Source: an optimization exercise on an open RTL-to-GDS flow (aim: small area, a short achievable clock period and few clock cycles per item). Production flows keep margins and buffers that such runs may drop. In this exercise RTL edits were held to simulation tests only and were not proved equivalent to the original.

== run 5 ==
==> flow/design.v (excerpt) <==
module floating_carpma #(
	parameter N_BIT 		= 64,
	parameter EXPONENT 		= 11,
	parameter FRACTION      = 52,
	parameter DURUM_UST_BIT = 105,
	parameter BIAS 			= 1023,
	parameter CS1W          = 588,   
	parameter UPW           = 108
	)
    (
	input 		clk,
	input 		rst,
	input 		start,
	input 		[N_BIT-1:0] carpan,
	input 		[N_BIT-1:0] carpilan,
	output 		[N_BIT-1:0] sonuc,
	output 		ready,
	output 		done
    );
	wire               isaret  = carpan[N_BIT-1] ^ carpilan[N_BIT-1];
	wire [EXPONENT-1:0] us_a   = carpan[N_BIT-2:FRACTION];
	wire [EXPONENT-1:0] us_b   = carpilan[N_BIT-2:FRACTION];
	wire [FRACTION-1:0] fr_a   = carpan[FRACTION-1:0];
	wire [FRACTION-1:0] fr_b   = carpilan[FRACTION-1:0];
	wire a_us1   = (us_a == {EXPONENT{1'b1}});
	wire b_us1   = (us_b == {EXPONENT{1'b1}});
	wire a_fr0   = (fr_a == {FRACTION{1'b0}});
	wire b_fr0   = (fr_b == {FRACTION{1'b0}});
	wire a_sifir = (us_a == {EXPONENT{1'b0}}) && a_fr0;
	wire b_sifir = (us_b == {EXPONENT{1'b0}}) && b_fr0;
	wire a_sonsuz = a_us1 && a_fr0;
	wire b_sonsuz = b_us1 && b_fr0;
	reg ozel_sifir, ozel_nan, ozel_sonsuz;
	always @(*) begin
		ozel_sifir  = 1'b0;
		ozel_nan    = 1'b0;
		ozel_sonsuz = 1'b0;
		if (a_sifir && b_sifir)                  ozel_sifir  = 1'b1;   
		else if (a_sonsuz && b_sifir)            ozel_nan    = 1'b1;   
		else if (a_sifir && b_sonsuz)            ozel_nan    = 1'b1;   
		else if (a_sonsuz && b_sonsuz)           ozel_sonsuz = 1'b1;   
		else if (a_sonsuz && !b_us1)             ozel_sonsuz = 1'b1;   
		else if (b_sonsuz && !a_us1)             ozel_sonsuz = 1'b1;   
		else if (a_sifir && !b_us1)              ozel_sifir  = 1'b1;   
		else if (b_sifir && !a_us1)              ozel_sifir  = 1'b1;   
		else if ((a_us1 && !a_fr0) || (b_us1 && !b_fr0)) ozel_nan = 1'b1;  
	end
	wire [EXPONENT-1:0] us_toplam = us_a + us_b - BIAS[EXPONENT-1:0];
	wire [26:0] bk_one, bk_two;    
	wire [25:0] bk_neg;
	booth_kod u_kod (
		.mb({1'b1, fr_b}),
		.onen(bk_one),
		.twon(bk_two),
		.neg(bk_neg)
	);
	reg [FRACTION-1:0] fa_r;
	reg [26:0]         one_r, two_r;
	reg [25:0]         neg_r;
	reg [EXPONENT-1:0] us0_r;
	reg                is0_r, sf0_r, nan0_r, inf0_r;
	reg                v0;
	always @(posedge clk) begin
		fa_r   <= fr_a;
		one_r  <= bk_one;
		two_r  <= bk_two;
		neg_r  <= bk_neg;
		us0_r  <= us_toplam;
  ...
Size in the first run: ~7200 cells after synthesis, ~940 flip-flops, about 200 I/O pins, ~0.084 sq mm of cells after synthesis.
clock: 6.0 ns
lec_check: 0
cap_margin: 20
core_margin: 2
core_utilization: 45
setup_slack_margin: 2.5
slew_margin: 20
synth_hierarchical: 1
synth_minimum_keep_size: 0
run.sh (not shown) runs the stock make flow with config.mk's settings and CLKGATE_MAP_FILE= SYNTH_SCRIPT=/design/flow/synth_recipe.tcl, a recipe that flattens the netlist after the stock synthesis.
Testbench counts of run 5, summed over its fixed seeds: cycles 3,224, ops 3,200.
Input-level comparison between run 1 and run 5:
diff --git a/flow/config.mk b/flow/config.mk
--- a/flow/config.mk
+++ b/flow/config.mk
@@ -7,2 +7,3 @@
 export LEC_CHECK = 0
+export ABC_CLOCK_PERIOD_IN_PS = 3000
 export CAP_MARGIN = 20
@@ -10,3 +11,3 @@
 export CORE_UTILIZATION = 45
-export SETUP_SLACK_MARGIN = 2.5
+export SETUP_SLACK_MARGIN = 3.0
 export SLEW_MARGIN = 20
Taking run 5 as the reference point, the share of the clock period used by the worst path after layout of run 1 falls by 1.4 points.
For run 1, the timing startpoint of the critical path was cs1_r[59], unlike run 5, where it was cs1_r[91].
Share of the final layout cell area in multi-input gates (higher): run 5
Delta (run 1 minus run 5): fmax increased by 2.3% relative to the old numbers; via count grew by about 13%; non-clock buffer instance count of the final layout went up by 514; global-route total usage across every layer now sits higher.

-- re-timing with driven ports --
In the flow no input, the clock included, has a driving cell. The finished layouts below were timed again as built, in two steps. Step 1: set_driving_cell puts a clkbuf_16 on clk and a buf_2 on each other input, an assumption about the parent block. Step 2 adds t to the input delays and takes it off the output delays; t is the mean of the earliest and latest rising clock arrival at the registers after step 1. Input paths then give back, and output paths get back, about the clock's delay inside the block. Three values: ideal ports, drivers, drivers and shift; two values: the first two.
run | t, ns | slack for setup (ns) | hold slack, ns | clock arrival spread, ns | worst data-port slew with drivers (ns)
run 5 | 0.880 | 2.170 / 2.170 / 1.751 | 0.325 / 0.325 / 0.325 | 0.090 / 0.090 | 0.14
run 1 | 0.879 | 2.256 / 2.256 / 2.198 | 0.324 / 0.324 / 0.324 | 0.084 / 0.084 | 0.17
After both steps every run listed still meets setup and hold. The setup slack of run 5, which loses most, moves by 0.000 ns with the drivers and by -0.419 ns with both steps.
